What follows belongs to an exercise in optimizing a design on an open flow for small area and a short achievable clock period; a production flow would make more cautious choices. At most, simulation tests tie the RTL to the original design; equivalence was not proved. Power is estimated from default activity; no workload was simulated.

// mac_array
module mac_array (
    input  clk,
    input  rst_n,
    input  [3:0] enable,
    input  [3:0] clear_acc,
    input  [31:0] input_data,
    input  [31:0] weight,
    output [63:0] mac_out,
    output [63:0] activated_out,
    output [3:0] valid,
    output [3:0] overflow
);
    genvar i;
    generate
        for (i = 0; i < 4; i = i + 1) begin : mac_channels
            mac_unit mac_inst (
                .clk(clk),
                .rst_n(rst_n),
                .enable(enable[i]),
                .clear_acc(clear_acc[i]),
                .input_data(input_data[8*i+7:8*i]),
                .weight(weight[8*i+7:8*i]),
                .mac_out(mac_out[16*i+15:16*i]),
                .activated_out(activated_out[16*i+15:16*i]),
                .valid(valid[i]),
                .overflow(overflow[i])
            );
        end
    endgenerate
endmodule
Size in the first run: about 15000 um^2 of cells after synthesis.
Settings: LEC_CHECK=0, CAP_MARGIN=20, CORE_MARGIN=2, CORE_UTILIZATION=40, CTS_BUF_LIST=sky130_fd_sc_hd__clkbuf_4 sky130_fd_sc_hd__clkbuf_8, SETUP_SLACK_MARGIN=3.8, SLEW_MARGIN=20, SYNTH_HIERARCHICAL=1; clock period 8.5 ns.
standard.sh (not shown) runs the stock make flow with config.mk's settings and CLKGATE_MAP_FILE= SYNTH_SCRIPT=/design/flow/synth_recipe.tcl, a recipe that flattens the netlist after the stock synthesis.
==> flow/flow/run.sh <==
#!/bin/bash
# Layout flow: the standard ORFS flow with two changes.
#  1. Synthesis extracts full/half adder cells only inside the carry-save
#     cells (csa_fa, csa_ha); the other adders are left to ABC, so their
#     carry chains are not built from slow full-adder cells.  Registers are
#     untouched, so they match the standard synthesis.
#  2. The port buffers use the smallest buffer cell; timing repair upsizes
#     the ones on critical paths.
set -euo pipefail
HERE=$PWD
sed 's/^\(  extract_fa {\*}\[dont_use_extract_fa_args\]\)$/\1 csa_fa csa_ha/' \
  "$FLOW_HOME/scripts/synth.tcl" > "$HERE/synth_sel.tcl"
grep -q 'dont_use_extract_fa_args\] csa_fa csa_ha' "$HERE/synth_sel.tcl"
sed "s#^source \$::env(SCRIPTS_DIR)/synth.tcl\$#source $HERE/synth_sel.tcl#" \
  "$HERE/synth_recipe.tcl" > "$HERE/synth_recipe_sel.tcl"
grep -q "source $HERE/synth_sel.tcl" "$HERE/synth_recipe_sel.tcl"
export BUFFER_PORTS_ARGS="-buffer_cell sky130_fd_sc_hd__buf_1"
bash standard.sh SYNTH_SCRIPT="$HERE/synth_recipe_sel.tcl" finish > standard.log 2>&1
Rerun with:
Settings changed: SETUP_SLACK_MARGIN 3.8 to 4.0.
Outcome:
- total power rose by 3.7%
- wire length rose by 1.3%
- via count hardly moves
- synthesized cell count is unchanged
- area after synthesis stays the same
- clock skew barely changes
- die area does not change
No functional check of the RTL was part of any run of this note.

Another version of the RTL of mac_array (not shown whole).
Size in the first run: ~1,500 cells after synthesis, about 210 I/O pins, ~15,000 sq um of cells after synthesis.
clock: 8.5 ns
lec_check: 0
cap_margin: 20
core_margin: 2
core_utilization: 40
cts_buf_list: sky130_fd_sc_hd__clkbuf_4 sky130_fd_sc_hd__clkbuf_8
setup_slack_margin: 3.9
slew_margin: 20
synth_hierarchical: 1
Scripts as last shown in full above: flow/flow/run.sh
The first run finished with timing, DRC and antenna clean.
Then changed:
--- a/flow/config.mk
+++ b/flow/config.mk
@@ -12 +12 @@
-export SETUP_SLACK_MARGIN = 3.9
+export SETUP_SLACK_MARGIN = 4.0
Effect: Via count increases by 1.4%; global-route usage increases by 0.36 points; final area increases by 3.7%; total power increases by 10%; count of clock-buffer cells in the layout does not change; synthesized cell count stays the same; maximum frequency increases by 1.4%; area after synthesis does not change; routed wire length increases by 1.6%; clock skew is about the same.
Then changed:
--- a/flow/config.mk
+++ b/flow/config.mk
@@ -10 +10 @@
-export CORE_UTILIZATION = 40
+export CORE_UTILIZATION = 50
@@ -12 +12 @@
-export SETUP_SLACK_MARGIN = 4.0
+export SETUP_SLACK_MARGIN = 3.8
What happened: Cell area went down by 6.2%; global-route usage goes up by 3.7 points; first-iteration DRC count hardly moves.

[port drivers added, routing unchanged]
In the flow no input, the clock included, has a driving cell. The finished layouts below were timed again as built, in two steps.
Step 1 assumes that a clkbuf_16 drives the clock port and a buf_2 every other input.
Step 2 also shifts input and output timing later by t, the mid clock arrival at the registers, as if the neighbouring blocks saw the same clock.
a / b / c = ideal / step 1 / step 2; a / b = the first two.
run	t (ns)	slack for setup (ns)	worst setup path after step 2	latest minus earliest clock arrival (ns)	cell pins on the clock port's net
the first run of note 1	0.537	3.695 / 3.647 / 3.194	input to register	0.026 / 0.026	1
the second run of note 1	0.533	3.698 / 3.653 / 3.184	input to register	0.026 / 0.026	1
the first run of note 2	0.528	3.985 / 3.937 / 3.489	input to register	0.022 / 0.021	1
the second run of note 2	0.530	4.047 / 4.052 / 3.532	input to register	0.021 / 0.021	1
the third run of note 2	0.530	3.950 / 3.901 / 3.479	input to register	0.015 / 0.016	1
After both steps every run listed still meets setup and hold. For the second run of note 2, which loses most, drivers alone change the setup slack by +0.005 ns; drivers and shift together by -0.515 ns.
